This is an optimization exercise on Yosys and OpenROAD, whose aim is small area, not a production implementation. Only simulation tests tie the RTL to the original design; equivalence was not proved. Power and IR drop assume default switching activity. The flow treats the clock pin as an ideal source, which a real chip does not have.

// opll_top
module opll_top (
    input   wire                i_CLK,
    input   wire                i_IC_n,
    input   wire                i_ALTPATCH_EN,
    input   wire                i_CS_n,
    input   wire                i_WR_n,
    input   wire                i_A0,
    input   wire        [7:0]   i_D,
    output  wire        [1:0]   o_D,
    output  wire                o_D_OE,
    output  wire                o_DAC_EN_MO,
    output  wire                o_DAC_EN_RO,
    output  wire                o_IMP_NOFLUC_SIGN,
    output  wire        [7:0]   o_IMP_NOFLUC_MAG,
    output  wire signed [9:0]   o_IMP_FLUC_SIGNED_MO,
    output  wire signed [9:0]   o_IMP_FLUC_SIGNED_RO,
    input   wire signed [4:0]   i_ACC_SIGNED_MOVOL,
    input   wire signed [4:0]   i_ACC_SIGNED_ROVOL,
    output  wire                o_ACC_SIGNED_STRB,
    output  wire signed [15:0]  o_ACC_SIGNED
);
IKAOPLL #(
    .FULLY_SYNCHRONOUS          (1),
    .FAST_RESET                 (1),
    .ALTPATCH_CONFIG_MODE       (0),
    .USE_PIPELINED_MULTIPLIER   (1)
) u_IKAOPLL (
    .i_XIN_EMUCLK               (i_CLK),
    .i_phiM_PCEN_n              (1'b0),
    .i_IC_n                     (i_IC_n),
    .i_ALTPATCH_EN              (i_ALTPATCH_EN),
    .i_CS_n                     (i_CS_n),
    .i_WR_n                     (i_WR_n),
    .i_A0                       (i_A0),
    .i_D                        (i_D),
  ...
Size in the first run: roughly 5400 cells after synthesis, about 1500 flip-flops, roughly 75 I/O pins, about 55000 µm² of cells after synthesis.
export LEC_CHECK = 0
export ABC_AREA = 1
export CAP_MARGIN = 20
export CORE_MARGIN = 2
export CORE_UTILIZATION = 60
export CTS_CLUSTER_DIAMETER = 100
export CTS_CLUSTER_SIZE = 32
export PLACE_DENSITY = 0.72
export SLEW_MARGIN = 20
create_clock -name core_clock -period 9.0 [get_ports {i_CLK}]
standard.sh (not shown) runs the stock make flow with config.mk's settings and CLKGATE_MAP_FILE= SYNTH_SCRIPT=/design/flow/synth_recipe.tcl, a recipe that flattens the netlist after the stock synthesis.
==> flow/flow/run.sh <==
#!/bin/bash
set -e
export BUFFER_PORTS_ARGS="-buffer_cell sky130_fd_sc_hd__buf_1"
export CTS_ARGS="-sink_clustering_enable -repair_clock_nets -sink_clustering_size 32 -sink_clustering_max_diameter 100 -dont_use_dummy_load"
bash standard.sh > standard.log 2>&1
The first run finished clean.
Then changed:
--- a/flow/design.v
+++ b/flow/design.v
@@ -402,27 +402,26 @@
 always @(posedge i_EMUCLK) if(!phi1pcen_n) begin  
     m_nc_sel_z <= i_MnC_SEL;
     cust_inst_sel_z <= cust_inst_sel;
 end
 wire            reg_mod_oe = cust_inst_sel_z &  m_nc_sel_z;  
 wire            reg_car_oe = cust_inst_sel_z & ~m_nc_sel_z;  
 wire            fdbk_reg_oe = cust_inst_sel_z;  
 wire            vol_latch_oe = ~m_nc_sel_z;  
 reg             inst_latch_oe;
 always @(posedge i_EMUCLK) if(!phi1pcen_n) inst_latch_oe <= perc_proc[0] | perc_proc[1];
 wire            rom_general_oe = ~cust_inst_sel_z;
 wire            tl_rom_oe = ~|{inst_latch_oe, reg_mod_oe, vol_latch_oe};
-reg     [3:0]   vol_reg_latch, inst_reg_latch;
-always @(posedge i_EMUCLK) if(!phi1pcen_n) vol_reg_latch <= vol_reg;
-always @(posedge i_EMUCLK) if(!phi1pcen_n) inst_reg_latch <= inst_reg;
+wire    [3:0]   vol_reg_latch  = d9_n_q[17:14];
+wire    [3:0]   inst_reg_latch = d9_n_q[21:18];
 reg             kon_z;
 always @(posedge i_EMUCLK) if(!phi1pcen_n) begin
     kon_z <= kon_p;
 end
 wire            force_egparam_zero = ~inst_latch_oe & m_nc_sel_z & ~kon_z;
 reg     [3:0]   ar_muxed, dr_muxed, rr_muxed;
 assign  o_AR = force_egparam_zero ? 4'd0 : ar_muxed;
 assign  o_DR = force_egparam_zero ? 4'd0 : dr_muxed;
 assign  o_RR = force_egparam_zero ? 4'd0 : rr_muxed;
 always @(*) begin
     case({tl_rom_oe, reg_mod_oe, vol_latch_oe, inst_latch_oe})
         4'b1000: o_TL = tl_rom;
Setup slack gets worse by 0.22 ns.
Design area falls by 0.54%.
First-iteration DRC count rises by 0.44%.
Critical path depth rises by 3.
Hold slack gets better by 0.0063 ns.
Combinational power is about the same.
Power hardly moves.

-- static timing again, ports no longer ideal --
In the flow no input, the clock included, has a driving cell. The finished layouts below were timed again as built, in two steps. Step 1: set_driving_cell puts a clkbuf_16 on i_CLK and a buf_2 on each other input, an assumption about the parent block. Step 2 also shifts input and output timing later by t, the mid clock arrival at the registers, as if the neighbouring blocks saw the same clock. Three values: ideal ports, drivers, drivers and shift; two values: the first two.
run | t, ns | slack for setup (ns) | worst setup path at the end | worst slew at a driven data input, ns
the first run | 0.725 | 2.212 / 2.212 / 2.212 | register to register | 0.04
the second run | 0.741 | 1.990 / 1.990 / 1.990 | register to register | 0.05
After both steps every run listed still meets setup and hold.
